This design comes from an exercise in tuning for a short achievable clock period and few clock cycles on the open sky130 flow, not from production work.
Where RTL was checked, it was by simulation tests only, not by an equivalence proof against the original.
For runs 2 to 4, only the layout was checked, not whether the RTL still works.
Power is estimated from default activity; no workload was simulated.

[flow/config.mk]
export PLATFORM = sky130hd
export DESIGN_NAME = byte_unit_top
export DESIGN_NICKNAME = byte_unit_top
export VERILOG_FILES = /design/flow/design.v
export SDC_FILE = /design/flow/constraint.sdc
export NUM_CORES = 4
export LEC_CHECK = 0
export ABC_CLOCK_PERIOD_IN_PS = 2400
export CAP_MARGIN = 20
export CORE_MARGIN = 2
export CORE_UTILIZATION = 40
export SETUP_SLACK_MARGIN = 2.6
export SLEW_MARGIN = 20
[flow/constraint.sdc]
create_clock -name core_clock -period 5.0 [get_ports {clk}]
set_input_delay 1.0000 -clock core_clock [delete_from_list [all_inputs] [get_ports {clk}]]
set_output_delay 1.0000 -clock core_clock [all_outputs]
set_load 0.01 [all_outputs]
[flow/design.v]
module byte_unit_top (
  input clk,
  input rstn,
  output  [7:0] imem_addr,
  input  [20:0] imem_data,
  output  [7:0] dmem_addr,
  output        dmem_we,
  output [15:0] dmem_wdata,
  input  [15:0] dmem_rdata,
  input  sema_valid_i,
  input  sema_data_i,
  output sema_ready_o,
  input  sema_is_empty_i,
  output sema_write_o,
  output sema_data_o,
  output halted
);
localparam [4:0] ADD = 5'd0, SUB = 5'd1, MUL = 5'd2, DIV = 5'd3, AND = 5'd4, OR = 5'd5,
  XOR = 5'd6, NOT = 5'd7, ADDI = 5'd8, SUBI = 5'd9, MULI = 5'd10, DIVI = 5'd11, ANDI = 5'd12,
  ORI = 5'd13, XORI = 5'd14, SHL = 5'd15, SHR = 5'd16, SHLI = 5'd17, SHRI = 5'd18, BEQ = 5'd19,
  BNE = 5'd20, BGT = 5'd21, BLT = 5'd22, CEQ = 5'd23, CNE = 5'd24, CGT = 5'd25, CLT = 5'd26,
  LD = 5'd27, ST = 5'd28, SEMA_RD = 5'd29, SEMA_WR = 5'd30, JALR = 5'd31;
reg  [7:0] pc;
reg [20:0] ir;
reg        ir_v;
reg  [7:0] ir_pcn;      
reg        ir_pt;       
reg  [7:0] ir_ptgt;     
reg        e_v;
reg  [3:0] e_rd;
reg        e_wen;       
reg        e_mres;      
reg        e_ismul;
reg        e_isdiv;
reg  [7:0] e_imm8;
reg  [7:0] e_bt;
reg  [7:0] e_pcn;
reg        e_pt;
reg  [7:0] e_ptgt;
reg        e_halt;
reg        e_isbr, e_isjalr, e_iscmp, e_isld, e_isst, e_issr, e_issw;
reg  [1:0] e_cc;        
reg        e_sadd, e_ssub, e_sand, e_sor, e_sxor, e_snot, e_sshl, e_sshr, e_slink;
reg [15:0] ea_a, ea_b, el_a, el_b, ex_a, ex_b, ev_a, ev_b;
reg        ea_fa, ea_fb, el_fa, el_fb, ex_fa, ex_fb, ev_fa, ev_fb;
reg        m_wen;
reg  [3:0] m_rd;
reg [15:0] m_res;       
reg        m_isld, m_issr;
reg        m_we;
reg  [7:0] m_addr;
reg [15:0] m_sdata;
reg        m_sw, m_sr, m_sbit;
reg        m_halt;
reg        m_mul;       
reg [15:0] m_mr0, m_mr1, m_mr2, m_mr3, m_mr4, m_mr5;
reg        w_mul;
reg  [3:0] w_rd;
reg [15:0] w_s, w_c;
reg [15:0] rf [1:15];
wire sstall = (m_sw & ~sema_is_empty_i) | (m_sr & ~sema_valid_i);
wire gstall = m_halt | sstall;
wire d_haz;             
wire e_mispred;
wire [7:0] e_redir_pc;
wire e_adv    = ~gstall;                              
wire d_go     = e_adv & ir_v & ~d_haz;                
wire redirect = ~gstall & e_v & e_mispred;            
wire f_take   = ~gstall & (~ir_v | d_go);             
wire [4:0] f_op   = imem_data[4:0];
wire       f_halt = &imem_data;
wire [7:0] f_bt   = {imem_data[20:17], imem_data[8:5]};
wire       f_li   = ir_v & (ir[4:0] == ADDI) & (ir[12:9] == 4'd0) & (ir[8:5] == imem_data[12:9]) &
                    (ir[8:5] != 4'd0);
wire       f_same = (imem_data[12:9] == imem_data[16:13]);
wire       f_pbne = ((f_op == BNE) & ~f_same) | ((f_op == BEQ) & f_same);
wire       f_pj   = (f_op == JALR) & ~f_halt & f_li;
wire [7:0] f_pcn  = pc + 8'd1;
wire [7:0] f_next = f_halt ? pc : f_pbne ? f_bt : f_pj ? ir[20:13] : f_pcn;
always @(posedge clk or negedge rstn) begin
  if (!rstn) begin
    pc <= 8'd0;
  end else if (redirect) begin
    pc <= e_redir_pc;
  end else if (f_take) begin
    pc <= f_next;
  end
end
always @(posedge clk or negedge rstn) begin
  if (!rstn) begin
    ir_v <= 1'b0;
  end else if (~gstall) begin
    ir_v <= ~redirect & (f_take | ~d_go & ir_v);
  end
end
always @(posedge clk) begin
  if (f_take) begin
    ir      <= imem_data;
    ir_pcn  <= f_pcn;
    ir_pt   <= f_pbne | f_pj;
    ir_ptgt <= ir[20:13];
  end
end
assign imem_addr = pc;
wire [4:0] d_op   = ir[4:0];
wire [3:0] d_rd   = ir[8:5];
wire [3:0] d_rs1  = ir[12:9];
wire [3:0] d_rs2  = ir[16:13];
wire [7:0] d_imm8 = ir[20:13];
wire       d_halt = &ir;
wire d_immop  = (d_op >= ADDI && d_op <= XORI) || d_op == SHLI || d_op == SHRI;
wire d_use1   = ~(d_op == LD || d_op == SEMA_RD) & ~d_halt;
wire d_use2   = ((d_op <= XOR) || d_op == SHL || d_op == SHR || (d_op >= BEQ && d_op <= CLT));
wire d_wr     = ((d_op <= SHRI) || d_op == LD || d_op == SEMA_RD || d_op == JALR) & ~d_halt &
                (d_rd != 4'd0);
wire d_mres   = d_op == LD || d_op == SEMA_RD;
wire d_ismul  = d_op == MUL || d_op == MULI;
wire d_isdiv  = d_op == DIV || d_op == DIVI;
wire d_isadd  = d_op == ADD || d_op == ADDI || d_op == SUB || d_op == SUBI ||
                (d_op >= BEQ && d_op <= CLT) || (d_op == JALR && ~d_halt);
wire d_islog  = d_op == AND || d_op == ANDI || d_op == OR || d_op == ORI || d_op == XOR ||
                d_op == XORI || d_op == NOT || d_op == SHL || d_op == SHLI || d_op == SHR ||
                d_op == SHRI;
wire d_isvop  = d_isdiv || d_op == ST || d_op == SEMA_WR;
wire [15:0] wb_data;
wire [15:0] rf1 = (d_rs1 == 4'd0) ? 16'd0 : rf[d_rs1];
wire [15:0] rf2 = (d_rs2 == 4'd0) ? 16'd0 : rf[d_rs2];
wire        byp1 = m_wen & (m_rd == d_rs1);
wire        byp2 = m_wen & (m_rd == d_rs2);
wire [15:0] d_v1 = byp1 ? wb_data : rf1;
wire [15:0] d_v2 = byp2 ? wb_data : rf2;
wire [15:0] d_b  = d_immop ? {8'd0, d_imm8} : d_v2;
wire hit1 = e_v & e_wen & (e_rd == d_rs1) & d_use1;
wire hit2 = e_v & e_wen & (e_rd == d_rs2) & d_use2;
wire mhit1 = d_use1 & ((m_mul & (m_rd == d_rs1)) | (w_mul & (w_rd == d_rs1)));
wire mhit2 = d_use2 & ((m_mul & (m_rd == d_rs2)) | (w_mul & (w_rd == d_rs2)));
wire dv_busy;
wire dv_free;           
reg  [3:0] dv_rd;
reg        dv_wen;
wire vhit1 = d_use1 & dv_busy & dv_wen & (dv_rd == d_rs1);
wire vhit2 = d_use2 & dv_busy & dv_wen & (dv_rd == d_rs2);
wire e_div = e_v & e_isdiv;
assign d_haz = ((hit1 | hit2) & (e_mres | e_ismul | e_isdiv)) | mhit1 | mhit2 | vhit1 | vhit2 |
               ((d_isdiv | d_halt) & (e_div | ~dv_free));
wire f1 = hit1 & ~e_mres & ~e_ismul & ~e_isdiv;
wire f2 = hit2 & ~e_mres & ~e_ismul & ~e_isdiv & ~d_immop;
wire d_kill = d_go & ~redirect & d_wr;
always @(posedge clk or negedge rstn) begin
  if (!rstn) begin
    e_v <= 1'b0;
  end else if (e_adv) begin
    e_v <= d_go & ~redirect;
  end
end
always @(posedge clk) begin
  if (e_adv) begin
    e_rd    <= d_rd;
    e_wen   <= d_wr;
    e_mres  <= d_mres;
    e_ismul <= d_ismul;
    e_isdiv <= d_isdiv;
    e_imm8  <= d_imm8;
    e_bt    <= {ir[20:17], ir[8:5]};
    e_pcn   <= ir_pcn;
    e_pt    <= ir_pt;
    e_ptgt  <= ir_ptgt;
    e_halt  <= d_halt;
    e_isbr  <= d_op >= BEQ && d_op <= BLT;
    e_isjalr <= d_op == JALR && ~d_halt;
    e_iscmp <= d_op >= CEQ && d_op <= CLT;
    e_isld  <= d_op == LD;
    e_isst  <= d_op == ST;
    e_issr  <= d_op == SEMA_RD;
    e_issw  <= d_op == SEMA_WR;
    e_cc    <= (d_op >= CEQ) ? (d_op - CEQ) : (d_op - BEQ);
    e_sadd  <= d_op == ADD || d_op == ADDI;
    e_ssub  <= d_op == SUB || d_op == SUBI;
    e_sand  <= d_op == AND || d_op == ANDI;
    e_sor   <= d_op == OR || d_op == ORI;
    e_sxor  <= d_op == XOR || d_op == XORI;
    e_snot  <= d_op == NOT;
    e_sshl  <= d_op == SHL || d_op == SHLI;
    e_sshr  <= d_op == SHR || d_op == SHRI;
    e_slink <= d_op == JALR;
  end
  if (e_adv & d_isadd) begin
    ea_a <= d_v1; ea_b <= d_b; ea_fa <= f1; ea_fb <= f2;
  end
  if (e_adv & d_islog) begin
    el_a <= d_v1; el_b <= d_b; el_fa <= f1; el_fb <= f2;
  end
  if (e_adv & d_ismul) begin
    ex_a <= d_v1; ex_b <= d_b; ex_fa <= f1; ex_fb <= f2;
  end
  if (e_adv & d_isvop) begin
    ev_a <= d_v1; ev_b <= d_b; ev_fa <= f1; ev_fb <= f2;
  end
end
wire [15:0] aa = ea_fa ? m_res : ea_a;
wire [15:0] ab = ea_fb ? m_res : ea_b;
wire [15:0] la = el_fa ? m_res : el_a;
wire [15:0] lb = el_fb ? m_res : el_b;
wire [15:0] xa = ex_fa ? m_res : ex_a;
wire [15:0] xb = ex_fb ? m_res : ex_b;
wire [15:0] va = ev_fa ? m_res : ev_a;
wire [15:0] vb = ev_fb ? m_res : ev_b;
wire [16:0] diff = {1'b0, aa} - {1'b0, ab};
wire        lt   = diff[16];
wire        eq   = (aa == ab);
wire        gt   = ~lt & ~eq;
reg         cond;
always @(*) begin
  case (e_cc)
    2'd0: cond = eq;
    2'd1: cond = ~eq;
    2'd2: cond = gt;
    default: cond = lt;
  endcase
end
assign e_mispred = (e_isbr & (cond != e_pt)) | (e_isjalr & (~e_pt | (e_ptgt != aa[7:0])));
assign e_redir_pc = e_isjalr ? aa[7:0] : (e_pt ? e_pcn : e_bt);
localparam [1:0] DV_IDLE = 2'd0, DV_CHK = 2'd1, DV_ITER = 2'd2;
reg  [1:0] dv_st;
reg [15:0] dv_A;
reg [15:0] dv_B;
reg [17:0] dv_B3;
reg  [4:0] dv_la, dv_lb;
reg        dv_triv, dv_bz;
reg [15:0] dv_R;
reg [16:0] dv_X;        
reg [17:0] dv_X3;       
reg [15:0] dv_Q;
reg  [3:0] dv_cnt;
function [4:0] bitlen(input [15:0] v);
  integer i;
  begin
    bitlen = 5'd0;
    for (i = 0; i < 16; i = i + 1)
      if (v[i]) bitlen = i + 1;
  end
endfunction
wire  [4:0] dv_s  = dv_la - dv_lb;               
wire  [3:0] dv_np = (dv_s + 5'd2) >> 1;          
wire  [4:0] dv_sh = {dv_np, 1'b0} - 5'd2;        
wire [18:0] dv_r1 = {3'b000, dv_R} - {2'b00, dv_X};
wire [18:0] dv_r2 = {3'b000, dv_R} - {1'b0, dv_X, 1'b0};
wire [18:0] dv_r3 = {3'b000, dv_R} - {1'b0, dv_X3};
wire  [1:0] dv_q  = ~dv_r3[18] ? 2'd3 : ~dv_r2[18] ? 2'd2 : ~dv_r1[18] ? 2'd1 : 2'd0;
wire [15:0] dv_Rn = ~dv_r3[18] ? dv_r3[15:0] : ~dv_r2[18] ? dv_r2[15:0] :
                    ~dv_r1[18] ? dv_r1[15:0] : dv_R;
wire [15:0] dv_Qn = {dv_Q[13:0], dv_q};
wire dv_done = ((dv_st == DV_CHK) & dv_triv) | ((dv_st == DV_ITER) & (dv_cnt == 4'd1));
wire [15:0] div_res = (dv_st == DV_ITER) ? dv_Qn : {16{dv_bz}};
assign dv_busy = (dv_st != DV_IDLE);
assign dv_free = ~dv_busy | dv_done;
wire dv_take = ~gstall & e_div;
always @(posedge clk or negedge rstn) begin
  if (!rstn) begin
    dv_st  <= DV_IDLE;
    dv_wen <= 1'b0;
  end else begin
    case (dv_st)
      DV_CHK:  dv_st <= dv_triv ? DV_IDLE : DV_ITER;
      DV_ITER: if (dv_cnt == 4'd1) dv_st <= DV_IDLE;
      default: ;
    endcase
    if (dv_take) begin
      dv_st  <= DV_CHK;
      dv_wen <= e_wen & ~(d_kill & (d_rd == e_rd));
    end else if (d_kill & (d_rd == dv_rd)) begin
      dv_wen <= 1'b0;
    end
  end
end
always @(posedge clk) begin
  if (dv_take) begin
    dv_rd   <= e_rd;
    dv_A    <= va;
    dv_B    <= vb;
    dv_B3   <= {2'b00, vb} + {1'b0, vb, 1'b0};
    dv_la   <= bitlen(va);
    dv_lb   <= bitlen(vb);
    dv_bz   <= (vb == 16'd0);
    dv_triv <= (vb == 16'd0) | (va < vb);
  end
  case (dv_st)
    DV_CHK: begin
      dv_R   <= dv_A;
      dv_X   <= {1'b0, dv_B} << dv_sh;
      dv_X3  <= dv_B3 << dv_sh;
      dv_Q   <= 16'd0;
      dv_cnt <= dv_np;
    end
    DV_ITER: begin
      dv_R   <= dv_Rn;
      dv_X   <= dv_X >> 2;
      dv_X3  <= dv_X3 >> 2;
      dv_Q   <= dv_Qn;
      dv_cnt <= dv_cnt - 4'd1;
    end
    default: ;
  endcase
end
function [31:0] csa(input [15:0] x, input [15:0] y, input [15:0] z);
  reg [15:0] s, c;
  begin
    s = x ^ y ^ z;
    c = (x & y) | (x & z) | (y & z);
    csa = {c[14:0], 1'b0, s};
  end
endfunction
wire [15:0] pp [0:15];
genvar gi;
generate
  for (gi = 0; gi < 16; gi = gi + 1) begin : g_pp
    assign pp[gi] = xb[gi] ? (xa << gi) : 16'd0;
  end
endgenerate
wire [31:0] l1_0 = csa(pp[0], pp[1], pp[2]);
wire [31:0] l1_1 = csa(pp[3], pp[4], pp[5]);
wire [31:0] l1_2 = csa(pp[6], pp[7], pp[8]);
wire [31:0] l1_3 = csa(pp[9], pp[10], pp[11]);
wire [31:0] l1_4 = csa(pp[12], pp[13], pp[14]);
wire [31:0] l2_0 = csa(l1_0[15:0], l1_0[31:16], l1_1[15:0]);
wire [31:0] l2_1 = csa(l1_1[31:16], l1_2[15:0], l1_2[31:16]);
wire [31:0] l2_2 = csa(l1_3[15:0], l1_3[31:16], l1_4[15:0]);
wire [31:0] l3_0 = csa(l2_0[15:0], l2_0[31:16], l2_1[15:0]);
wire [31:0] l3_1 = csa(l2_1[31:16], l2_2[15:0], l2_2[31:16]);
wire [15:0] alu_res =
    ({16{e_sadd}} & (aa + ab)) |
    ({16{e_ssub}} & diff[15:0]) |
    ({16{e_slink}} & {8'd0, e_pcn}) |
    ({16{e_sand}} & (la & lb)) |
    ({16{e_sor}}  & (la | lb)) |
    ({16{e_sxor}} & (la ^ lb)) |
    ({16{e_snot}} & ~la) |
    ({16{e_sshl}} & (la << lb[3:0])) |
    ({16{e_sshr}} & (la >> lb[3:0]));
wire e_go = e_v;
always @(posedge clk or negedge rstn) begin
  if (!rstn) begin
    m_wen  <= 1'b0;
    m_we   <= 1'b0;
    m_sw   <= 1'b0;
    m_sr   <= 1'b0;
    m_halt <= 1'b0;
    m_mul  <= 1'b0;
  end else if (~gstall) begin
    m_wen  <= e_go & e_wen & ~e_ismul & ~e_isdiv;
    m_we   <= e_go & e_isst;
    m_sw   <= e_go & (e_issw | e_iscmp);
    m_sr   <= e_go & e_issr;
    m_halt <= e_go & e_halt;
    m_mul  <= e_go & e_wen & e_ismul;
  end
end
always @(posedge clk) begin
  if (~gstall & e_go) begin
    m_rd    <= e_rd;
    m_res   <= alu_res;
    m_isld  <= e_isld;
    m_issr  <= e_issr;
    m_addr  <= e_imm8;
    m_sdata <= va;
    m_sbit  <= e_iscmp ? cond : va[0];
  end
  if (~gstall & e_go & e_ismul) begin
    m_mr0   <= l3_0[15:0];
    m_mr1   <= l3_0[31:16];
    m_mr2   <= l3_1[15:0];
    m_mr3   <= l3_1[31:16];
    m_mr4   <= l1_4[31:16];
    m_mr5   <= pp[15];
  end
end
wire [31:0] l4_0 = csa(m_mr0, m_mr1, m_mr2);
wire [31:0] l4_1 = csa(m_mr3, m_mr4, m_mr5);
wire [31:0] l5_0 = csa(l4_0[15:0], l4_0[31:16], l4_1[15:0]);
wire [31:0] l6_0 = csa(l5_0[15:0], l5_0[31:16], l4_1[31:16]);
assign wb_data = m_isld ? dmem_rdata :
                 m_issr ? {15'd0, sema_data_i} : m_res;
always @(posedge clk or negedge rstn) begin
  if (!rstn) begin
    w_mul <= 1'b0;
  end else begin
    w_mul <= ~gstall & m_mul;
  end
end
always @(posedge clk) begin
  if (~gstall & m_mul) begin
    w_rd <= m_rd;
    w_s  <= l6_0[15:0];
    w_c  <= l6_0[31:16];
  end
end
wire [15:0] mul_res = w_s + w_c;
integer k;
always @(posedge clk or negedge rstn) begin
  if (!rstn) begin
    for (k = 1; k < 16; k = k + 1) rf[k] <= 16'd0;
  end else begin
    for (k = 1; k < 16; k = k + 1) begin
      if (~gstall & m_wen & (m_rd == k))
        rf[k] <= wb_data;
      else if (dv_done & dv_wen & (dv_rd == k))
        rf[k] <= div_res;
      else if (w_mul & (w_rd == k))
        rf[k] <= mul_res;
    end
  end
end
assign dmem_addr    = m_addr;
assign dmem_we      = m_we;
assign dmem_wdata   = m_sdata;
assign sema_write_o = m_sw;
assign sema_data_o  = m_sbit;
assign sema_ready_o = m_sr;
assign halted       = m_halt;
endmodule
[flow/run.sh]
#!/bin/bash
# synth_recipe.tcl (not shown) runs the flow's synth.tcl, then flattens the netlist and writes it again
# the make line also repeats each setting of config.mk as NAME=value (left out here)
make -C /OpenROAD-flow-scripts/flow DESIGN_CONFIG=/design/flow/config.mk WORK_HOME=/design/flow/orfs CLKGATE_MAP_FILE= SYNTH_SCRIPT=/design/flow/synth_recipe.tcl finish
==> results of run 1 <==
==> through the flow <==
| step | instance area [um^2] | worst slack (ns) | utilization | total power [mW] | hold slack, ns |
|---|---|---|---|---|---|
| 6_report | 73300 | 1.47 | 0.603 | 33.3 | 0.366 |
| 5_1_grt | 73300 | 1.41 | 0.603 | 34.3 | 0.407 |
| 4_1_cts | 67400 | 1.52 | 0.555 | 30.9 | 0.404 |
| 3_5_place_dp | 53400 | 0.663 | 0.439 | 20.8 | 0.405 |
| 3_3_place_gp | 53400 | 0.704 | 0.439 | 20.6 | 0.400 |
| 2_1_floorplan | 51000 | 1.67 | - | 17.1 | 0.400 |
==> where the power goes <==
part           internal [mW]  total (mW)  switching, mW
clock network           3.92        6.82           2.90
registers               8.41        10.1           1.70
logic                   7.23        16.4           9.19
==> flip-flops by register name, summed over array words and instances, names as in the netlist, 12 cells and up <==
| register | flops |
|---|---|
| ea_b | 16 |
| m_mr0 | 16 |
| dv_B | 16 |
| el_a | 16 |
| dv_X | 17 |
| ev_a | 16 |
| el_b | 16 |
| m_sdata | 16 |
| ir | 21 |
| m_res | 16 |
| dv_X3 | 18 |
| m_mr1 | 12 |
| dv_A | 16 |
| ex_b | 16 |
| ev_b | 16 |
| ea_a | 16 |
| dv_B3 | 17 |
| dv_Q | 14 |
| w_s | 16 |
| ex_a | 16 |
| rf | 240 |
| dv_R | 16 |
==> repair_timing <==
| action | CTS | global route |
|---|---|---|
| gates cloned | 63 | 25 |
| buffers inserted | 524 | 217 |
| hold buffers | 0 | 0 |
| endpoints found under the setup margin | 981 | 726 |
| resized for setup | 1243 | 794 |
| pin swaps | 418 | 477 |
==> final timing paths <==
check / slack [ns] / to / from / cells after the start
worst max-delay path: 1.47 / dv_wen / ea_fa / 15
worst min-delay path: 0.37 / rf[11][7] / rstn / 1
worst max register to register: 1.47 / dv_wen / ea_fa / 15
worst min register to register: 0.40 / w_s[3] / m_mr0[3] / 0
max in group asynchronous: 3.44 / pc[4] / rstn / 2
min in group core_clock: 0.40 / w_s[3] / m_mr0[3] / 0
==> critical path: stages, from the launching register on <==
cell and delay [ns]:
edfxtp_1 0.41, buf_6 0.16, mux2i_4 0.31, ha_4 0.18, inv_2 0.04, fa_2 0.41, a21oi_4 0.21, nor2b_4 0.07
o311ai_4 0.31, nand2_1 0.11, a211o_4 0.38, o311ai_4 0.37, o21ai_4 0.11, buf_6 0.13, buf_6 0.11, a41oi_2 0.14
==> cells by family after synthesis <==
logic type,after synthesis,synth area share
XOR/XNOR,148,0.0265
buffers and inverters,593,0.0472
adder cells (fa/ha/maj),303,0.0915
AO/OA/AOI/OAI,1566,0.204
AND/OR/NAND/NOR,1564,0.143
flip-flops,742,0.429
multiplexers,273,0.0594
==> per-layer routing <==
metal	wire length [um]	global-route usage
met1	90400	0.465
met2	102000	0.527
met3	40500	0.178
met4	23800	0.238
met5	995	0.0223
==> cells in the mapped netlist (24+ instances only) <==
cell type and count:
nor2_1 658, a21oi_1 482, edfxtp_1 482, nand2_1 416, clkbuf_1 290, dfrtp_1 260
inv_1 218, ha_1 212, mux2i_1 193, o21ai_0 182, a22oi_1 171, a211oi_1 121
o21ai_1 114, o22ai_1 109, nand3_1 99, fa_1 91, xnor2_1 87, nor3_1 77
mux2_2 68, xor2_1 61, nand4_1 59, a31oi_1 54, nand2b_1 53, buf_2 45
o211ai_1 44, and2_1 43, nor2b_1 38, o21a_1 37, or3_1 32, a222oi_1 31
a21o_1 28, buf_1 26, o31ai_1 24
==> layout make-up <==
cell class                 count  area, um^2
timing repair buffer        1077       12900
timing repair inverter         1        11.3
clock buffer                 118        2440
antenna                       29        72.6
tap                         1625        2030
fill                        9328       48200
clock inverter                43         533
inverter                     228         908
multi-input combinational   3879       33500
sequential                   742       21000
==> summary.md, run 1 <==
| Metric | Value |
|---|---|
| Setup_tns | `0 ns` |
| # setup viols final | `0` |
| Instance count after placement with tap cells included | `6,721` |
| Synthesized area per cell | `9.42 um^2` |
| Antenna violations before repair | `24` |
| Yosys reg bits | `between 700 and 800` |
| Commonest non-fill, non-tap cells in the layout | `482 x edfxtp_1, 449 x nor2_1, 449 x buf_4` |
| Via count | `between 50,000 and 60,000` |
| Max FO, Critical Path | `3` |
| X dimension of the die | `between 300 and 400 um` |
| Capturing element type of the critical path | `register` |
| Top flip-flop cell by instance count after synthesis | `edfxtp_1` |
| Fin crit share | `0.707` |
| Async SR Flop Fraction | `0.350` |
| Relative max-transition margin | `-0.0520` |
| Number of endpoints with negative hold slack in the final report | `0` |
| Core Area | `about 120,000 um^2` |
| DRC marker count from the first detailed-route iteration | `9,140` |
| Setup crit start kind | `register` |
| Max-slew violations | `35` |
| Worst-skew pair later-pin latency | `~0.72 ns` |
| Largest cells by area after synthesis | `edfxtp_1 30%, dfrtp_1 13%, ha_1 5.4%` |
| Number of rows created at floorplan | `between 100 and 150` |
| Filler-free cell count of the finished design | `roughly 7,700` |
| Initial Util | `0.402` |
| Library cells used by synthesis | `between 90 and 100` |
| Synthesized cell area | `48,900 um^2` |
| Global-route wire length before repair | `342,000 um` |
| Power density of the placed cells | `approximately 450 nW/um^2` |
| Commonest non-fill, non-tap cell in the layout | `edfxtp_1` |
| Reg clk slew, reported paths | `0.06 ns` |
| Root Buffer | `clkbuf_16` |
| Fin crit period | `approximately 3.5 ns` |
| EDFF count, synth | `between 400 and 500` |
| Setup clock skew after layout | `0.0631 ns` |
| Detailed-placement wirelength estimate | `147,000 um` |
| Post-Syn Instances | `between 5,000 and 6,000` |
| IR Drop Worst-Case VDD | `0.000483 V` |
| Routed wire length | `258,000 um` |
| Buffers added on ports | `78` |
| Total number of yosys warnings | `18` |
| Data arrival time at the worst-slack endpoint | `roughly 4.2 ns` |
| Worst setup path category | `register to register` |
| Outcome | `finished with violations` |
| Net Count, Synth | `5,534` |
| Required time at the endpoint of the critical path | `approximately 5.6 ns` |
| Routed WL per cell | `33.4 um` |
| Deepest level of the CTS H-tree | `3` |
| CTS tree | `yes` |
| Gp weighted congestion | `approximately 1` |
| Antenna violation net count after detailed routing | `0` |
| Proportion of layout cells with a drive suffix above 1 | `0.402` |
| Top cell type by total area after synthesis | `edfxtp_1` |
| Max Cap Violations | `3` |
| Number of detailed-route iterations in the first pass | `19` |
| Total clock buffers created by CTS | `87` |
| GRT Residual Overflow | `0` |
| Post-layout net count | `6,361` |
| Height of the chip | `about 350 um` |
| I/O pin count | `79` |
| Worst Tran Pin Value | `1.58 ns` |
| Maximum number of pins on one net before global-route repair | `115` |
| Global routing usage summed across all routing layers | `0.377` |
| Max Root-Sink Buffers | `3` |
| Area share of the largest cell type after synthesis | `0.296` |
| Area of the die | `roughly 130,000 um^2` |
| Via count of the first global-routing pass | `47,308` |
| Clock sinks | `742` |
| Leak Pwr | `28.2 nW` |
| Setup repair after global routing missed its margin | `yes` |
| Worst hold path type | `primary input to async pin` |
| Highest achievable clock rate | `0.283 GHz` |
| Failing Checks | `capacitance limit, slew limit` |
| DRC violations left | `0` |
| Relative area change from synthesis to final layout | `50.0%` |
| Vias per std cell | `6.73` |
| Sequential element share of the synthesized area | `0.429` |
Testbench counts, summed over its fixed seeds: cycles 20,189.
==> inputs of run 2 (changes only) <==
--- a/flow/design.v
+++ b/flow/design.v
@@ -197,18 +197,38 @@
     ev_a <= d_v1; ev_b <= d_b; ev_fa <= f1; ev_fb <= f2;
   end
 end
-wire [15:0] aa = ea_fa ? m_res : ea_a;
-wire [15:0] ab = ea_fb ? m_res : ea_b;
-wire [15:0] la = el_fa ? m_res : el_a;
-wire [15:0] lb = el_fb ? m_res : el_b;
-wire [15:0] xa = ex_fa ? m_res : ex_a;
-wire [15:0] xb = ex_fb ? m_res : ex_b;
-wire [15:0] va = ev_fa ? m_res : ev_a;
-wire [15:0] vb = ev_fb ? m_res : ev_b;
-wire [16:0] diff = {1'b0, aa} - {1'b0, ab};
+reg [15:0] mra, mrl, mrx, mrv;
+wire [15:0] la = el_fa ? mrl : el_a;
+wire [15:0] lb = el_fb ? mrl : el_b;
+wire [15:0] xa = ex_fa ? mrx : ex_a;
+wire [15:0] xb = ex_fb ? mrx : ex_b;
+wire [15:0] va = ev_fa ? mrv : ev_a;
+wire [15:0] vb = ev_fb ? mrv : ev_b;
+wire [16:0] d00 = {1'b0, ea_a} - {1'b0, ea_b};
+wire [16:0] d10 = {1'b0, mra} - {1'b0, ea_b};
+wire [16:0] d01 = {1'b0, ea_a} - {1'b0, mra};
+wire [15:0] s00 = ea_a + ea_b;
+wire [15:0] s10 = mra + ea_b;
+wire [15:0] s01 = ea_a + mra;
+wire [15:0] s11 = {mra[14:0], 1'b0};
+wire        q00 = (ea_a == ea_b);
+wire        q10 = (mra == ea_b);
+wire        q01 = (ea_a == mra);
+reg  [16:0] diff;
+reg  [15:0] sum;
+reg         eq;
+always @(*) begin
+  case ({ea_fa, ea_fb})
+    2'b00: begin diff = d00; sum = s00; eq = q00; end
+    2'b10: begin diff = d10; sum = s10; eq = q10; end
+    2'b01: begin diff = d01; sum = s01; eq = q01; end
+    default: begin diff = 17'd0; sum = s11; eq = 1'b1; end
+  endcase
+end
 wire        lt   = diff[16];
-wire        eq   = (aa == ab);
 wire        gt   = ~lt & ~eq;
+wire  [7:0] aa8  = ea_fa ? mra[7:0] : ea_a[7:0];
+wire        jbad = ea_fa ? (e_ptgt != mra[7:0]) : (e_ptgt != ea_a[7:0]);
 reg         cond;
 always @(*) begin
   case (e_cc)
@@ -218,8 +238,8 @@
     default: cond = lt;
   endcase
 end
-assign e_mispred = (e_isbr & (cond != e_pt)) | (e_isjalr & (~e_pt | (e_ptgt != aa[7:0])));
-assign e_redir_pc = e_isjalr ? aa[7:0] : (e_pt ? e_pcn : e_bt);
+assign e_mispred = (e_isbr & (cond != e_pt)) | (e_isjalr & (~e_pt | jbad));
+assign e_redir_pc = e_isjalr ? aa8 : (e_pt ? e_pcn : e_bt);
 localparam [1:0] DV_IDLE = 2'd0, DV_CHK = 2'd1, DV_ITER = 2'd2;
 reg  [1:0] dv_st;
 reg [15:0] dv_A;
@@ -328,7 +348,7 @@
 wire [31:0] l3_0 = csa(l2_0[15:0], l2_0[31:16], l2_1[15:0]);
 wire [31:0] l3_1 = csa(l2_1[31:16], l2_2[15:0], l2_2[31:16]);
 wire [15:0] alu_res =
-    ({16{e_sadd}} & (aa + ab)) |
+    ({16{e_sadd}} & sum) |
     ({16{e_ssub}} & diff[15:0]) |
     ({16{e_slink}} & {8'd0, e_pcn}) |
     ({16{e_sand}} & (la & lb)) |
@@ -365,6 +385,10 @@
     m_sdata <= va;
     m_sbit  <= e_iscmp ? cond : va[0];
   end
+  if (~gstall & d_isadd) mra <= alu_res;
+  if (~gstall & d_islog) mrl <= alu_res;
+  if (~gstall & d_ismul) mrx <= alu_res;
+  if (~gstall & d_isvop) mrv <= alu_res;
   if (~gstall & e_go & e_ismul) begin
     m_mr0   <= l3_0[15:0];
     m_mr1   <= l3_0[31:16];
==> summary.md, run 2 <==
| Metric | Value |
|---|---|
| Height of the chip | `368 um (was 354 um)` |
| Outcome | `complete, no violations (was finished with violations)` |
| Most instantiated cells after synthesis | `634 x nor2_1, 571 x nand2_1, 546 x edfxtp_1, 453 x a21oi_1, 375 x o21ai_0 (was 658 x nor2_1, 482 x a21oi_1, 482 x edfxtp_1, 416 x nand2_1, 290 x clkbuf_1)` |
| Synth Area in Compound Gates | `0.202 (was 0.204)` |
| EDFF count, synth | `546 (was 482)` |
| DRC marker count from the first detailed-route iteration | `8,655 (was 9,140)` |
| Worst Tran Pin Value | `1.22 ns (was 1.58 ns)` |
| Max reg flops | `240 (unchanged)` |
| Relative area change from synthesis to final layout | `46.1% (was 50.0%)` |
| Setup clock skew after layout | `0.0477 ns (was 0.0631 ns)` |
| Global routing usage summed across all routing layers | `0.372 (was 0.377)` |
| Highest achievable clock rate | `0.263 GHz (was 0.283 GHz)` |
| Worst setup path category | `register to register (unchanged)` |
| Most numerous cell in the Yosys netlist | `nor2_1 (unchanged)` |
| X dimension of the die | `368 um (was 354 um)` |
| Data arrival time at the worst-slack endpoint | `4.42 ns (was 4.15 ns)` |
| Worst-skew pair later-pin latency | `0.74 ns (was 0.72 ns)` |
| Capture point of the worst reg-to-reg path | `pc[7] (was dv_wen)` |
| Required time at the endpoint of the critical path | `5.61 ns (about the same)` |
| Fin crit period | `3.81 ns (was 3.53 ns)` |
| Total clock buffers created by CTS | `92 (was 87)` |
| Async SR Flop Fraction | `0.323 (was 0.350)` |
| Commonest non-fill, non-tap cells in the layout | `546 x edfxtp_1, 457 x buf_4, 447 x nand2_1 (was 482 x edfxtp_1, 449 x nor2_1, 449 x buf_4)` |
| Largest cells by area after synthesis | `edfxtp_1 31%, dfrtp_1 12%, ha_1 6.1% (was edfxtp_1 30%, dfrtp_1 13%, ha_1 5.4%)` |
| Net switching power of the design | `14.0 mW (was 13.8 mW)` |
| Register with the highest flop count | `rf (unchanged)` |
| Placement Cell Area | `56,900 um^2 (was 53,400 um^2)` |
| Max Cap Violations | `0 (was 3)` |
| Start of the worst register-to-register path | `mra[0] (was ea_fa)` |
| CTS tree | `yes (unchanged)` |
| Max Root-Sink Buffers | `3 (unchanged)` |
| Proportion of layout cells with a drive suffix above 1 | `0.371 (was 0.402)` |
| Finished layout cell area | `77,400 um^2 (was 73,300 um^2)` |
| Number of endpoints with negative hold slack in the final report | `0 (unchanged)` |
| Worst-case register-to-register setup slack | `1.19 ns (was 1.47 ns)` |
| GRT Residual Overflow | `0 (unchanged)` |
| Buffers added on ports | `78 (unchanged)` |
| Cts hold-fix bufs | `0 (unchanged)` |
| Proportion of total power due to net switching | `0.414 (was 0.413)` |
| Sequential element share of the synthesized area | `0.433 (was 0.429)` |
| Main combinational cell family by area after synthesis | `compound AO/OA/AOI/OAI gates (unchanged)` |
| Root Buffer | `clkbuf_16 (unchanged)` |
| Max FO, Critical Path | `5 (was 3)` |
| Depth of the most critical reg-to-reg path | `15 (unchanged)` |
| Synth Area in XOR/XNOR | `0.0349 (was 0.0265)` |
| Net Count, Synth | `6,021 (was 5,534)` |
| Mux cell area share after synthesis | `0.0444 (was 0.0594)` |
| Antenna violations before repair | `20 (was 24)` |
| Synthesized cell area | `52,900 um^2 (was 48,900 um^2)` |
| Relative max-transition margin | `0.182 (was -0.0520)` |
| Setup_tns | `0 ns (unchanged)` |
| Deepest level of the CTS H-tree | `3 (unchanged)` |
| Core Area | `131,000 um^2 (was 122,000 um^2)` |
| Total number of yosys warnings | `18 (unchanged)` |
| # setup viols final | `0 (unchanged)` |
| Portion of total power attributed to combinational logic | `0.473 (was 0.492)` |
| Adder-cell area share of the yosys netlist | `0.0968 (was 0.0915)` |
| I/O pin count | `79 (unchanged)` |
| Area of the die | `135,000 um^2 (was 125,000 um^2)` |
| Simple-gate share of the synthesized area | `0.145 (was 0.143)` |
| Reg clk slew, reported paths | `0.06 ns (about the same)` |
| Fin crit share | `0.761 (was 0.707)` |
| Detailed-placement wirelength estimate | `160,000 um (was 147,000 um)` |
| Leak Pwr | `30.2 nW (was 28.2 nW)` |
| Routed wire length | `275,000 um (was 258,000 um)` |
| Max-slew violations | `0 (was 35)` |
| Cell Int Power | `19.9 mW (was 19.6 mW)` |
| Number of rows created at floorplan | `133 (was 128)` |
| Gp weighted congestion | `1.03 (was 1.02)` |
| Initial Util | `0.403 (was 0.402)` |
| Clock sinks | `806 (was 742)` |
| Part of the total power dissipated in the clock network | `0.210 (was 0.205)` |
| Hold WS | `0.303 ns (was 0.366 ns)` |
| Post-layout net count | `6,905 (was 6,361)` |
| Routed WL per cell | `32.8 um (was 33.4 um)` |
| Top cell type by total area after synthesis | `edfxtp_1 (unchanged)` |
| Top flip-flop cell by instance count after synthesis | `edfxtp_1 (unchanged)` |
| Worst hold path type | `primary input to async pin (unchanged)` |
| Power density of the placed cells | `439 nW/um^2 (was 455 nW/um^2)` |
| Library cells used by synthesis | `89 (was 96)` |
| Setup repair after global routing missed its margin | `yes (unchanged)` |
| Via count of the first global-routing pass | `50,977 (was 47,308)` |
| Global-route wire length before repair | `365,000 um (was 342,000 um)` |
| Commonest non-fill, non-tap cell in the layout | `edfxtp_1 (unchanged)` |
| Synthesized area per cell | `9.41 um^2 (was 9.42 um^2)` |
| Regs by FF count | `rf: 240 flops, ir: 21 flops, dv_X3: 18 flops (unchanged)` |
| Maximum number of pins on one net before global-route repair | `100 (was 115)` |
| IR Drop Worst-Case VDD | `0.000357 V (was 0.000483 V)` |
| Yosys reg bits | `806 (was 742)` |
| Capturing element type of the critical path | `register (unchanged)` |
| Number of detailed-route iterations in the first pass | `12 (was 19)` |
| Vias per std cell | `6.68 (was 6.73)` |
| Setup crit start kind | `register (unchanged)` |
| Via count | `55,863 (was 52,110)` |
| Antenna violation net count after detailed routing | `0 (unchanged)` |
| Area share of the largest cell type after synthesis | `0.310 (was 0.296)` |
| DRC violations left | `0 (unchanged)` |
| Post-Syn Instances | `5,626 (was 5,189)` |
| Register share of total power | `0.316 (was 0.303)` |
-- run 2: worst max path at each step --
stage	from	endpoint
final	mra[0]	pc[7]
after global routing	mra[0]	pc[5]
after CTS	mra[0]	pc[5]
after detailed placement	sema_valid_i	rf[10][11]
after global placement	sema_valid_i	rf[10][9]
after floorplan	sema_valid_i	dv_A[0]
-- run 2: metal layers --
layer / routed length [um] / global-route usage / vias up
met3: 39600 / 0.145 / 1693
li1: - / - / 22479
met4: 26000 / 0.239 / 18
met2: 113000 / 0.542 / 4619
met5: 233 / 0.00926 / -
met1: 95700 / 0.456 / 27054
-- run 2: metrics by stage --
stage / setup WS [ns] / utilization / power (mW) / instances
final: 1.19 / 0.588 / 34.0 / 8365
after global routing: 1.11 / 0.588 / 35.0 / 8347
after CTS: 1.29 / 0.540 / 31.2 / 8095
after detailed placement: 0.586 / 0.433 / 21.5 / 7347
after global placement: 0.638 / 0.433 / 21.3 / 7346
after floorplan: 1.36 / - / 17.2 / 5626
-- run 2: timing repair --
action / 4_1_cts / 5_1_grt
resized for setup: 1482 / 992
hold endpoints to repair: 0 / 0
setup buffers: 516 / 223
gates cloned: 60 / 25
setup endpoints to repair: 1105 / 915
pin swaps: 454 / 483
-- run 2: layout make-up --
class | instances | area (um^2)
multi-input combinational | 4235 | 35000
clock inverter | 48 | 490
timing repair buffer | 1117 | 13100
fill | 10461 | 54100
sequential | 806 | 22900
inverter | 258 | 1000
antenna | 22 | 55.1
clock buffer | 124 | 2590
tap | 1755 | 2200
-- run 2: power groups by stage --
stage	Clock, mW	Sequential, mW	Combinational [mW]
5_1_grt	7.36	10.8	16.9
2_1_floorplan	0	9.95	7.22
6_report	7.14	10.8	16.1
3_3_place_gp	0	10.6	10.7
3_5_place_dp	0	10.6	10.8
4_1_cts	7.10	10.5	13.6
-- run 2: worst max-delay path, stage by stage (launching register included) --
cell      delay [ns]
edfxtp_1        0.44
inv_2           0.13
ha_4            0.14
inv_2           0.03
fa_2            0.36
nand3_4         0.11
a21oi_2         0.06
or3_4           0.37
a31oi_1         0.18
a31o_2          0.26
o32ai_4         0.16
or4b_4          0.57
a311oi_4        0.25
buf_4           0.17
buf_12          0.12
mux2_2          0.34
-- run 2: kinds of logic after synthesis --
| logic type | count (synthesis) |
|---|---|
| mux | 227 |
| buf+inv | 610 |
| compound gates | 1679 |
| fa+ha+maj | 353 |
| xor+xnor | 211 |
| flops | 806 |
| simple gates | 1740 |
==> inputs of run 3 (changes only) <==
--- a/flow/design.v
+++ b/flow/design.v
@@ -42,7 +42,7 @@
 reg  [1:0] e_cc;        
 reg        e_sadd, e_ssub, e_sand, e_sor, e_sxor, e_snot, e_sshl, e_sshr, e_slink;
 reg [15:0] ea_a, ea_b, el_a, el_b, ex_a, ex_b, ev_a, ev_b;
-reg        ea_fa, ea_fb, el_fa, el_fb, ex_fa, ex_fb, ev_fa, ev_fb;
+reg        ea_fa, ea_fb, el_fa, el_fb, ev_fa, ev_fb;
 reg        m_wen;
 reg  [3:0] m_rd;
 reg [15:0] m_res;       
@@ -141,7 +141,8 @@
 wire vhit1 = d_use1 & dv_busy & dv_wen & (dv_rd == d_rs1);
 wire vhit2 = d_use2 & dv_busy & dv_wen & (dv_rd == d_rs2);
 wire e_div = e_v & e_isdiv;
-assign d_haz = ((hit1 | hit2) & (e_mres | e_ismul | e_isdiv)) | mhit1 | mhit2 | vhit1 | vhit2 |
+assign d_haz = ((hit1 | hit2) & (e_mres | e_ismul | e_isdiv | d_ismul | d_isdiv)) |
+               mhit1 | mhit2 | vhit1 | vhit2 |
                ((d_isdiv | d_halt) & (e_div | ~dv_free));
 wire f1 = hit1 & ~e_mres & ~e_ismul & ~e_isdiv;
 wire f2 = hit2 & ~e_mres & ~e_ismul & ~e_isdiv & ~d_immop;
@@ -191,19 +192,20 @@
     el_a <= d_v1; el_b <= d_b; el_fa <= f1; el_fb <= f2;
   end
   if (e_adv & d_ismul) begin
-    ex_a <= d_v1; ex_b <= d_b; ex_fa <= f1; ex_fb <= f2;
+    ex_a <= d_v1; ex_b <= d_b;
   end
   if (e_adv & d_isvop) begin
     ev_a <= d_v1; ev_b <= d_b; ev_fa <= f1; ev_fb <= f2;
   end
 end
-reg [15:0] mra, mrl, mrx, mrv;
+reg [15:0] mra, mrl, mrv;
 wire [15:0] la = el_fa ? mrl : el_a;
 wire [15:0] lb = el_fb ? mrl : el_b;
-wire [15:0] xa = ex_fa ? mrx : ex_a;
-wire [15:0] xb = ex_fb ? mrx : ex_b;
-wire [15:0] va = ev_fa ? mrv : ev_a;
-wire [15:0] vb = ev_fb ? mrv : ev_b;
+wire [15:0] xa = ex_a;
+wire [15:0] xb = ex_b;
+wire [15:0] va = ev_fa ? mrv : ev_a;    
+wire [15:0] da = ev_a;                  
+wire [15:0] db = ev_b;
 wire [16:0] d00 = {1'b0, ea_a} - {1'b0, ea_b};
 wire [16:0] d10 = {1'b0, mra} - {1'b0, ea_b};
 wire [16:0] d01 = {1'b0, ea_a} - {1'b0, mra};
@@ -296,13 +298,13 @@
 always @(posedge clk) begin
   if (dv_take) begin
     dv_rd   <= e_rd;
-    dv_A    <= va;
-    dv_B    <= vb;
-    dv_B3   <= {2'b00, vb} + {1'b0, vb, 1'b0};
-    dv_la   <= bitlen(va);
-    dv_lb   <= bitlen(vb);
-    dv_bz   <= (vb == 16'd0);
-    dv_triv <= (vb == 16'd0) | (va < vb);
+    dv_A    <= da;
+    dv_B    <= db;
+    dv_B3   <= {2'b00, db} + {1'b0, db, 1'b0};
+    dv_la   <= bitlen(da);
+    dv_lb   <= bitlen(db);
+    dv_bz   <= (db == 16'd0);
+    dv_triv <= (db == 16'd0) | (da < db);
   end
   case (dv_st)
     DV_CHK: begin
@@ -387,8 +389,7 @@
   end
   if (~gstall & d_isadd) mra <= alu_res;
   if (~gstall & d_islog) mrl <= alu_res;
-  if (~gstall & d_ismul) mrx <= alu_res;
-  if (~gstall & d_isvop) mrv <= alu_res;
+  if (~gstall & d_isvop & ~d_isdiv) mrv <= alu_res;
   if (~gstall & e_go & e_ismul) begin
     m_mr0   <= l3_0[15:0];
     m_mr1   <= l3_0[31:16];
==> summary.md, run 3 <==
| Metric | Value |
|---|---|
| Outcome | `complete, no violations (unchanged)` |
| Max Cap Violations | `0 (unchanged)` |
| CTS tree | `yes (unchanged)` |
| Capture point of the worst reg-to-reg path | `rf[9][0] (was pc[7])` |
| Relative area change from synthesis to final layout | `47.3% (was 46.1%)` |
| Start of the worst register-to-register path | `w_rd[0] (was mra[0])` |
| X dimension of the die | `364 um (was 368 um)` |
| Max reg flops | `240 (unchanged)` |
| Root Buffer | `clkbuf_16 (unchanged)` |
| Detailed-placement wirelength estimate | `155,000 um (was 160,000 um)` |
| Post-layout net count | `6,911 (was 6,905)` |
| EDFF count, synth | `527 (was 546)` |
| Most instantiated cells after synthesis | `590 x nand2_1, 540 x nor2_1, 527 x edfxtp_1, 519 x a21oi_1, 415 x o21ai_0 (was 634 x nor2_1, 571 x nand2_1, 546 x edfxtp_1, 453 x a21oi_1, 375 x o21ai_0)` |
| Worst Setup Slack post-DPL | `0.757 ns (was 0.586 ns)` |
| Relative max-transition margin | `0.138 (was 0.182)` |
| Initial Util | `0.402 (was 0.403)` |
| Antenna violation net count after detailed routing | `0 (unchanged)` |
| I/O pin count | `79 (unchanged)` |
| Top cell type by total area after synthesis | `edfxtp_1 (unchanged)` |
| Largest cells by area after synthesis | `edfxtp_1 30%, dfrtp_1 13%, ha_1 6.2% (was edfxtp_1 31%, dfrtp_1 12%, ha_1 6.1%)` |
| Number of endpoints with negative hold slack in the final report | `0 (unchanged)` |
| Area of the die | `133,000 um^2 (was 135,000 um^2)` |
| Vias per std cell | `6.64 (was 6.68)` |
| Total clock buffers created by CTS | `90 (was 92)` |
| GRT Residual Overflow | `0 (unchanged)` |
| Net Count, Synth | `5,956 (was 6,021)` |
| Gp weighted congestion | `1.10 (was 1.03)` |
| Max-slew violations | `0 (unchanged)` |
| Termination of the worst setup path | `rf[9][0] (was pc[7])` |
| Regs by FF count | `rf: 240 flops, ir: 21 flops, dv_X3: 18 flops (unchanged)` |
| Library cells used by synthesis | `97 (was 89)` |
| Top flip-flop cell by instance count after synthesis | `edfxtp_1 (unchanged)` |
| Proportion of layout cells with a drive suffix above 1 | `0.387 (was 0.371)` |
| Setup slack of the critical path after layout | `1.18 ns (was 1.19 ns)` |
| Routed WL per cell | `32.0 um (was 32.8 um)` |
| Fin util | `0.593 (was 0.588)` |
| Portion of total power attributed to combinational logic | `0.464 (was 0.473)` |
| Via count | `55,364 (was 55,863)` |
| Fill count | `10,288 (was 10,461)` |
| Post-Syn Instances | `5,561 (was 5,626)` |
| Depth of the most critical reg-to-reg path | `7 (was 15)` |
| Synthesized cell area | `52,000 um^2 (was 52,900 um^2)` |
| Instance count after placement with tap cells included | `7,260 (was 7,347)` |
| Capturing element type of the critical path | `register (unchanged)` |
| Worst Tran Pin Value | `1.29 ns (was 1.22 ns)` |
| Global routing usage summed across all routing layers | `0.371 (was 0.372)` |
| # setup viols final | `0 (unchanged)` |
| DRC violations left | `0 (unchanged)` |
| Area of the multi-input gates | `34,600 um^2 (was 35,000 um^2)` |
| Fin crit share | `0.764 (was 0.761)` |
| Deepest level of the CTS H-tree | `3 (unchanged)` |
| Height of the chip | `364 um (was 368 um)` |
| Reg clk slew, reported paths | `0.06 ns (about the same)` |
| Core Area | `129,000 um^2 (was 131,000 um^2)` |
| Proportion of total power due to net switching | `0.409 (was 0.414)` |
| Start point of the critical path | `w_rd[0] (was mra[0])` |
| Number of detailed-route iterations in the first pass | `14 (was 12)` |
| Async SR Flop Fraction | `0.330 (was 0.323)` |
| Filler-free cell count of the finished design | `8,343 (was 8,365)` |
| Worst hold path type | `primary input to async pin (unchanged)` |
| Worst setup path category | `register to register (unchanged)` |
| Net switching power of the design | `12.9 mW (was 14.0 mW)` |
| Cts hold-fix bufs | `0 (unchanged)` |
| Most numerous cell in the Yosys netlist | `nand2_1 (was nor2_1)` |
| WL met1 | `93,400 um (was 95,700 um)` |
| Maximum number of pins on one net before global-route repair | `116 (was 100)` |
| Commonest non-fill, non-tap cell in the layout | `edfxtp_1 (unchanged)` |
| Yosys reg bits | `787 (was 806)` |
| Top Metal Used | `met5 (unchanged)` |
| Wire length on met3 | `38,200 um (was 39,600 um)` |
| Synthesized area per cell | `9.34 um^2 (was 9.41 um^2)` |
| Fin crit period | `3.82 ns (was 3.81 ns)` |
| Routed wire length | `267,000 um (was 275,000 um)` |
| Leak Pwr | `30.0 nW (was 30.2 nW)` |
| Part of the total power dissipated in the clock network | `0.216 (was 0.210)` |
| Buffers added on ports | `78 (unchanged)` |
| Number of rows created at floorplan | `132 (was 133)` |
| Sequential element share of the synthesized area | `0.430 (was 0.433)` |
| DRC marker count from the first detailed-route iteration | `10,128 (was 8,655)` |
| Register with the highest flop count | `rf (unchanged)` |
| Setup repair after global routing missed its margin | `yes (unchanged)` |
| Power density of the placed cells | `411 nW/um^2 (was 439 nW/um^2)` |
| Setup_tns | `0 ns (unchanged)` |
| Max FO, Critical Path | `8 (was 5)` |
| Routed wl met2 | `110,000 um (was 113,000 um)` |
| Setup clock skew after layout | `0.0532 ns (was 0.0477 ns)` |
| Commonest non-fill, non-tap cells in the layout | `527 x edfxtp_1, 524 x buf_4, 465 x nand2_1 (was 546 x edfxtp_1, 457 x buf_4, 447 x nand2_1)` |
| Worst-case register-to-register setup slack | `1.18 ns (was 1.19 ns)` |
| Worst-skew pair later-pin latency | `0.76 ns (was 0.74 ns)` |
| Max Root-Sink Buffers | `3 (unchanged)` |
| Global-route wire length before repair | `358,000 um (was 365,000 um)` |
| Data arrival time at the worst-slack endpoint | `4.44 ns (was 4.42 ns)` |
| Area share of the largest cell type after synthesis | `0.305 (was 0.310)` |
| Total number of yosys warnings | `18 (unchanged)` |
| Antenna violations before repair | `12 (was 20)` |
| Via count of the first global-routing pass | `50,992 (was 50,977)` |
| Setup crit start kind | `register (unchanged)` |
| Seq. cell area | `22,300 um^2 (was 22,900 um^2)` |
| IR Drop Worst-Case VDD | `0.000363 V (was 0.000357 V)` |
| Cell Int Power | `18.6 mW (was 19.9 mW)` |
| Register share of total power | `0.320 (was 0.316)` |
| Clock sinks | `787 (was 806)` |
| Required time at the endpoint of the critical path | `5.62 ns (was 5.61 ns)` |
| Highest achievable clock rate | `0.262 GHz (was 0.263 GHz)` |
-- run 3: metrics by stage --
stage          hold WS [ns]  instance area [um^2]  power (mW)
3_3_place_gp          0.401                 56000        18.9
4_1_cts               0.173                 71100        29.2
3_5_place_dp          0.405                 56000        19.0
6_report              0.153                 76500        31.4
2_1_floorplan         0.400                 53000        15.6
5_1_grt               0.179                 76500        32.5
-- run 3: cell families after synthesis --
kind of cell,after synthesis,share of synthesized area
buffers and inverters,631,0.0472
XOR/XNOR,218,0.0367
multiplexers,147,0.0301
adder cells (fa/ha/maj),353,0.0986
AO/OA/AOI/OAI,1721,0.209
AND/OR/NAND/NOR,1704,0.149
flip-flops,787,0.430
-- run 3: layout make-up --
| cell class | count | area share |
|---|---|---|
| Multi-Input combinational cell | 4176 | 0.453 |
| Sequential cell | 787 | 0.292 |
| Timing Repair Buffer | 1180 | 0.174 |
| Clock buffer | 114 | 0.0313 |
| Tap cell | 1742 | 0.0285 |
| Inverter | 279 | 0.0142 |
| Clock inverter | 49 | 0.00680 |
| Antenna cell | 14 | 0.000458 |
| Timing Repair inverter | 2 | 0.000180 |
-- run 3: power groups by stage --
| stage | Clock, mW | Sequential (mW) | Combinational (mW) |
|---|---|---|---|
| after floorplan | 0 | 9.30 | 6.33 |
| after global placement | 0 | 9.94 | 8.95 |
| after detailed placement | 0 | 9.93 | 9.08 |
| after CTS | 6.76 | 9.83 | 12.6 |
| after global routing | 7.03 | 10.1 | 15.4 |
| final | 6.79 | 10.1 | 14.6 |
-- run 3: worst min path at each step --
stage | slack, ns | endpoint | start
after floorplan | 0.40 | e_pcn[0] | ir_pcn[0]
after CTS | 0.17 | rf[15][14] | rstn
final | 0.15 | rf[15][14] | rstn
after detailed placement | 0.40 | e_pcn[3] | ir_pcn[3]
after global placement | 0.40 | m_isld | e_isld
after global routing | 0.18 | rf[11][14] | rstn
-- run 3: repair_timing --
action / 4_1_cts / 5_1_grt
endpoints found under the hold margin: 0 / 0
gates resized for setup: 1611 / 813
endpoints found under the setup margin: 1044 / 808
pin swaps: 528 / 470
buffers inserted: 587 / 208
cloned: 77 / 26
-- run 3: worst max-delay path, stage by stage (launching register included) --
cell and delay, ns:
edfxtp_1 1.00, nand2_1 0.16, nor2_1 0.94, nand2_1 0.77, nand2_1 0.27, nand2_1 0.17
o22ai_2 0.30, a21oi_2 0.05
-- run 3: per-layer routing --
layer | track usage | vias to the layer above
li1 | - | 22339
met1 | 0.456 | 26656
met2 | 0.542 | 4585
met3 | 0.135 | 1752
met4 | 0.251 | 32
met5 | 0.0178 | -
==> inputs of run 4 (changes only) <==
--- a/flow/design.v
+++ b/flow/design.v
@@ -58,6 +58,43 @@
 reg  [3:0] w_rd;
 reg [15:0] w_s, w_c;
 reg [15:0] rf [1:15];
+function [16:0] ks16(input [15:0] a, input [15:0] b, input cin);
+  reg [15:0] p, g, pp, gg;
+  integer i, d;
+  begin
+    p = a ^ b;
+    g = a & b;
+    g[0] = g[0] | (p[0] & cin);
+    gg = g;
+    pp = p;
+    for (d = 1; d < 16; d = d * 2)
+      for (i = 15; i >= d; i = i - 1) begin
+        gg[i] = gg[i] | (pp[i] & gg[i-d]);
+        pp[i] = pp[i] & pp[i-d];
+      end
+    ks16[0] = p[0] ^ cin;
+    for (i = 1; i < 16; i = i + 1) ks16[i] = p[i] ^ gg[i-1];
+    ks16[16] = gg[15];
+  end
+endfunction
+function [19:0] ks20(input [19:0] a, input [19:0] b, input cin);
+  reg [19:0] p, g, pp, gg;
+  integer i, d;
+  begin
+    p = a ^ b;
+    g = a & b;
+    g[0] = g[0] | (p[0] & cin);
+    gg = g;
+    pp = p;
+    for (d = 1; d < 20; d = d * 2)
+      for (i = 19; i >= d; i = i - 1) begin
+        gg[i] = gg[i] | (pp[i] & gg[i-d]);
+        pp[i] = pp[i] & pp[i-d];
+      end
+    ks20[0] = p[0] ^ cin;
+    for (i = 1; i < 20; i = i + 1) ks20[i] = p[i] ^ gg[i-1];
+  end
+endfunction
 wire sstall = (m_sw & ~sema_is_empty_i) | (m_sr & ~sema_valid_i);
 wire gstall = m_halt | sstall;
 wire d_haz;             
@@ -206,12 +243,12 @@
 wire [15:0] va = ev_fa ? mrv : ev_a;    
 wire [15:0] da = ev_a;                  
 wire [15:0] db = ev_b;
-wire [16:0] d00 = {1'b0, ea_a} - {1'b0, ea_b};
-wire [16:0] d10 = {1'b0, mra} - {1'b0, ea_b};
-wire [16:0] d01 = {1'b0, ea_a} - {1'b0, mra};
-wire [15:0] s00 = ea_a + ea_b;
-wire [15:0] s10 = mra + ea_b;
-wire [15:0] s01 = ea_a + mra;
+wire [16:0] d00 = ks16(ea_a, ~ea_b, 1'b1);
+wire [16:0] d10 = ks16(mra, ~ea_b, 1'b1);
+wire [16:0] d01 = ks16(ea_a, ~mra, 1'b1);
+wire [15:0] s00 = ks16(ea_a, ea_b, 1'b0);
+wire [15:0] s10 = ks16(mra, ea_b, 1'b0);
+wire [15:0] s01 = ks16(ea_a, mra, 1'b0);
 wire [15:0] s11 = {mra[14:0], 1'b0};
 wire        q00 = (ea_a == ea_b);
 wire        q10 = (mra == ea_b);
@@ -224,10 +261,10 @@
     2'b00: begin diff = d00; sum = s00; eq = q00; end
     2'b10: begin diff = d10; sum = s10; eq = q10; end
     2'b01: begin diff = d01; sum = s01; eq = q01; end
-    default: begin diff = 17'd0; sum = s11; eq = 1'b1; end
+    default: begin diff = 17'h10000; sum = s11; eq = 1'b1; end
   endcase
 end
-wire        lt   = diff[16];
+wire        lt   = ~diff[16];
 wire        gt   = ~lt & ~eq;
 wire  [7:0] aa8  = ea_fa ? mra[7:0] : ea_a[7:0];
 wire        jbad = ea_fa ? (e_ptgt != mra[7:0]) : (e_ptgt != ea_a[7:0]);
@@ -265,18 +302,19 @@
 wire  [4:0] dv_s  = dv_la - dv_lb;               
 wire  [3:0] dv_np = (dv_s + 5'd2) >> 1;          
 wire  [4:0] dv_sh = {dv_np, 1'b0} - 5'd2;        
-wire [18:0] dv_r1 = {3'b000, dv_R} - {2'b00, dv_X};
-wire [18:0] dv_r2 = {3'b000, dv_R} - {1'b0, dv_X, 1'b0};
-wire [18:0] dv_r3 = {3'b000, dv_R} - {1'b0, dv_X3};
-wire  [1:0] dv_q  = ~dv_r3[18] ? 2'd3 : ~dv_r2[18] ? 2'd2 : ~dv_r1[18] ? 2'd1 : 2'd0;
-wire [15:0] dv_Rn = ~dv_r3[18] ? dv_r3[15:0] : ~dv_r2[18] ? dv_r2[15:0] :
-                    ~dv_r1[18] ? dv_r1[15:0] : dv_R;
+wire [19:0] dv_r1 = ks20({4'd0, dv_R}, ~{3'd0, dv_X}, 1'b1);
+wire [19:0] dv_r2 = ks20({4'd0, dv_R}, ~{2'd0, dv_X, 1'b0}, 1'b1);
+wire [19:0] dv_r3 = ks20({4'd0, dv_R}, ~{2'd0, dv_X3}, 1'b1);
+wire  [1:0] dv_q  = ~dv_r3[19] ? 2'd3 : ~dv_r2[19] ? 2'd2 : ~dv_r1[19] ? 2'd1 : 2'd0;
+wire [15:0] dv_Rn = ~dv_r3[19] ? dv_r3[15:0] : ~dv_r2[19] ? dv_r2[15:0] :
+                    ~dv_r1[19] ? dv_r1[15:0] : dv_R;
 wire [15:0] dv_Qn = {dv_Q[13:0], dv_q};
 wire dv_done = ((dv_st == DV_CHK) & dv_triv) | ((dv_st == DV_ITER) & (dv_cnt == 4'd1));
 wire [15:0] div_res = (dv_st == DV_ITER) ? dv_Qn : {16{dv_bz}};
 assign dv_busy = (dv_st != DV_IDLE);
 assign dv_free = ~dv_busy | dv_done;
 wire dv_take = ~gstall & e_div;
+wire [16:0] dv_ge = ks16(da, ~db, 1'b1);        
 always @(posedge clk or negedge rstn) begin
   if (!rstn) begin
     dv_st  <= DV_IDLE;
@@ -304,7 +342,7 @@
     dv_la   <= bitlen(da);
     dv_lb   <= bitlen(db);
     dv_bz   <= (db == 16'd0);
-    dv_triv <= (db == 16'd0) | (da < db);
+    dv_triv <= (db == 16'd0) | ~dv_ge[16];
   end
   case (dv_st)
     DV_CHK: begin
@@ -419,7 +457,7 @@
     w_c  <= l6_0[31:16];
   end
 end
-wire [15:0] mul_res = w_s + w_c;
+wire [15:0] mul_res = ks16(w_s, w_c, 1'b0);
 integer k;
 always @(posedge clk or negedge rstn) begin
   if (!rstn) begin
==> summary.md, run 4 <==
| Metric | Value |
|---|---|
| Outcome | `complete, no violations (unchanged)` |
| Synthesized cell area | `52,600 um^2 (was 52,000 um^2)` |
| Setup repair after global routing missed its margin | `yes (unchanged)` |
| Register with the highest flop count | `rf (unchanged)` |
| Maximum number of pins on one net before global-route repair | `102 (was 116)` |
| Cts hold-fix bufs | `0 (unchanged)` |
| Global routing usage summed across all routing layers | `0.330 (was 0.371)` |
| GRT Residual Overflow | `0 (unchanged)` |
| Number of endpoints with negative hold slack in the final report | `0 (unchanged)` |
| Commonest non-fill, non-tap cell in the layout | `edfxtp_1 (unchanged)` |
| Largest cells by area after synthesis | `edfxtp_1 30%, dfrtp_1 12%, ha_1 6.5% (was edfxtp_1 30%, dfrtp_1 13%, ha_1 6.2%)` |
| DRC marker count from the first detailed-route iteration | `7,078 (was 10,128)` |
| Routed wire length | `242,000 um (was 267,000 um)` |
| I/O pin count | `79 (unchanged)` |
| Routed WL per cell | `29.6 um (was 32.0 um)` |
| Relative max-transition margin | `0.0683 (was 0.138)` |
| Async SR Flop Fraction | `0.330 (unchanged)` |
| Detailed-placement wirelength estimate | `153,000 um (was 155,000 um)` |
| Finished layout cell area | `74,500 um^2 (was 76,500 um^2)` |
| Number of detailed-route iterations in the first pass | `9 (was 14)` |
| Capturing element type of the critical path | `register (unchanged)` |
| Root Buffer | `clkbuf_16 (unchanged)` |
| Area of the die | `134,000 um^2 (was 133,000 um^2)` |
| Highest achievable clock rate | `0.262 GHz (about the same)` |
| Leak Pwr | `29.3 nW (was 30.0 nW)` |
| Worst Tran Pin Value | `1.40 ns (was 1.29 ns)` |
| Gp weighted congestion | `1.00 (was 1.10)` |
| Antenna violation net count after detailed routing | `0 (unchanged)` |
| Regs by FF count | `rf: 240 flops, ir: 21 flops (was rf: 240 flops, ir: 21 flops, dv_X3: 18 flops)` |
| Setup_tns | `0 ns (unchanged)` |
| Vias per std cell | `6.35 (was 6.64)` |
| Fin crit period | `3.82 ns (about the same)` |
| Worst hold path type | `primary input to async pin (unchanged)` |
| Max Root-Sink Buffers | `3 (unchanged)` |
| Worst setup path category | `register to register (unchanged)` |
| Post-Syn Instances | `5,617 (was 5,561)` |
| Routed wl met2 | `106,000 um (was 110,000 um)` |
| Top Metal Used | `met5 (unchanged)` |
| Worst-skew pair later-pin latency | `0.72 ns (was 0.76 ns)` |
| # setup viols final | `0 (unchanged)` |
| IR Drop Worst-Case VDD | `0.000312 V (was 0.000363 V)` |
| Commonest non-fill, non-tap cells in the layout | `527 x edfxtp_1, 456 x buf_4, 390 x a21oi_1 (was 527 x edfxtp_1, 524 x buf_4, 465 x nand2_1)` |
| Wire length on met3 | `28,200 um (was 38,200 um)` |
| Area share of the largest cell type after synthesis | `0.301 (was 0.305)` |
| Fill count | `10,943 (was 10,288)` |
| Worst-case register-to-register setup slack | `1.18 ns (about the same)` |
| Max reg flops | `240 (unchanged)` |
| Total number of yosys warnings | `18 (unchanged)` |
| Top flip-flop cell by instance count after synthesis | `edfxtp_1 (unchanged)` |
| Setup crit start kind | `register (unchanged)` |
| Top cell type by total area after synthesis | `edfxtp_1 (unchanged)` |
| Power density of the placed cells | `436 nW/um^2 (was 411 nW/um^2)` |
| Fin crit share | `0.764 (about the same)` |
| Yosys reg bits | `787 (unchanged)` |
| Filler-free cell count of the finished design | `8,192 (was 8,343)` |
| Buffers added on ports | `78 (unchanged)` |
| Data arrival time at the worst-slack endpoint | `4.40 ns (was 4.44 ns)` |
| Via count of the first global-routing pass | `48,793 (was 50,992)` |
| Total clock buffers created by CTS | `90 (unchanged)` |
| Most instantiated cells after synthesis | `572 x a21oi_1, 530 x nor2_1, 527 x edfxtp_1, 504 x nand2_1, 341 x clkbuf_1 (was 590 x nand2_1, 540 x nor2_1, 527 x edfxtp_1, 519 x a21oi_1, 415 x o21ai_0)` |
| Setup clock skew after layout | `0.0459 ns (was 0.0532 ns)` |
| Most numerous cell in the Yosys netlist | `a21oi_1 (was nand2_1)` |
| Hold WS | `0.321 ns (was 0.153 ns)` |
| Max FO, Critical Path | `5 (was 8)` |
| WL met1 | `89,000 um (was 93,400 um)` |
| Required time at the endpoint of the critical path | `5.58 ns (was 5.62 ns)` |
| Proportion of layout cells with a drive suffix above 1 | `0.358 (was 0.387)` |
| Max Cap Violations | `0 (unchanged)` |
| Instance count after placement with tap cells included | `7,256 (was 7,260)` |
| Post-layout net count | `6,766 (was 6,911)` |
| Global-route wire length before repair | `331,000 um (was 358,000 um)` |
## run 4: changes by cell type after synthesis, sizes merged, moves of 14 or more
cell,delta
a211oi,-15
a21oi,+51
a22oi,+26
buf,-33
clkbuf,+47
ha,+16
mux2i,+23
nand2,-91
nand2b,+17
o21ai,-29
o22ai,+45
xnor2,+14
## run 4: layout make-up
cell class,instances,area (um^2),share of cell area
multi-input combinational,4221,34800,0.468
sequential,787,22300,0.300
timing repair buffer,974,10900,0.146
clock buffer,113,2400,0.0322
tap,1755,2200,0.0295
inverter,281,1090,0.0147
clock inverter,56,753,0.0101
antenna,5,12.5,0.000168
## run 4: per-stage QoR
stage | setup WS [ns] | util
6_report | 1.18 | 0.569
5_1_grt | 1.08 | 0.569
4_1_cts | 1.17 | 0.528
3_5_place_dp | 0.821 | 0.431
3_3_place_gp | 0.803 | 0.431
2_1_floorplan | 1.34 | -
## run 4: what timing repair did
item | in CTS | in global routing
gates cloned | 56 | 36
pin swaps | 435 | 509
setup buffers | 486 | 184
setup endpoints to repair | 982 | 780
resized for setup | 1160 | 812
## run 4: critical path: stages (launching register included)
cell and delay (ns):
edfxtp_1 0.41, inv_2 0.10, ha_4 0.14, inv_2 0.03, fa_2 0.35, a21o_1 0.19
a41o_1 0.25, or4_4 0.43, a31o_1 0.20, a211o_4 0.39, o2111a_2 0.32, o21ai_2 0.19
nand2_2 0.10, nor2_4 0.25, mux2_4 0.32
## run 4: final timing paths
path                                 start         to  depth (start not counted)
worst max-delay path               ea_a[0]      pc[1]                         14
worst min-delay path                  rstn  rf[10][4]                          1
worst max register to register     ea_a[0]      pc[1]                         14
worst min register to register  ir_ptgt[5]  e_ptgt[5]                          0
max in group asynchronous             rstn      pc[0]                          2
min in group core_clock         ir_ptgt[5]  e_ptgt[5]                          0
## run 4: cells by family after synthesis
| kind of cell | synth area share |
|---|---|
| AO/OA/AOI/OAI | 0.210 |
| adder cells (fa/ha/maj) | 0.101 |
| flip-flops | 0.425 |
| multiplexers | 0.0365 |
| XOR/XNOR | 0.0395 |
| AND/OR/NAND/NOR | 0.141 |
| buffers and inverters | 0.0464 |
## run 4: where the power goes
part	internal (mW)	switching (mW)	leakage (nW)
Clock	4.17	3.02	1.53
Sequential	8.76	1.80	8.05
Combinational	6.19	8.52	19.7
Total	19.1	13.3	29.3
## run 4: per-layer routing
layer / vias up / GRT usage
met5: - / 0.00142
met4: 2 / 0.183
met3: 1087 / 0.0784
met2: 3529 / 0.515
met1: 25318 / 0.422
li1: 22114 / -

Setup slack of run 4, layout unchanged: 1.178 ns with ideal ports, 1.178 ns with driving cells assumed (clock clkbuf_16, inputs buf_2), 1.178 ns with port delays also shifted by the 0.776 ns mid clock arrival.
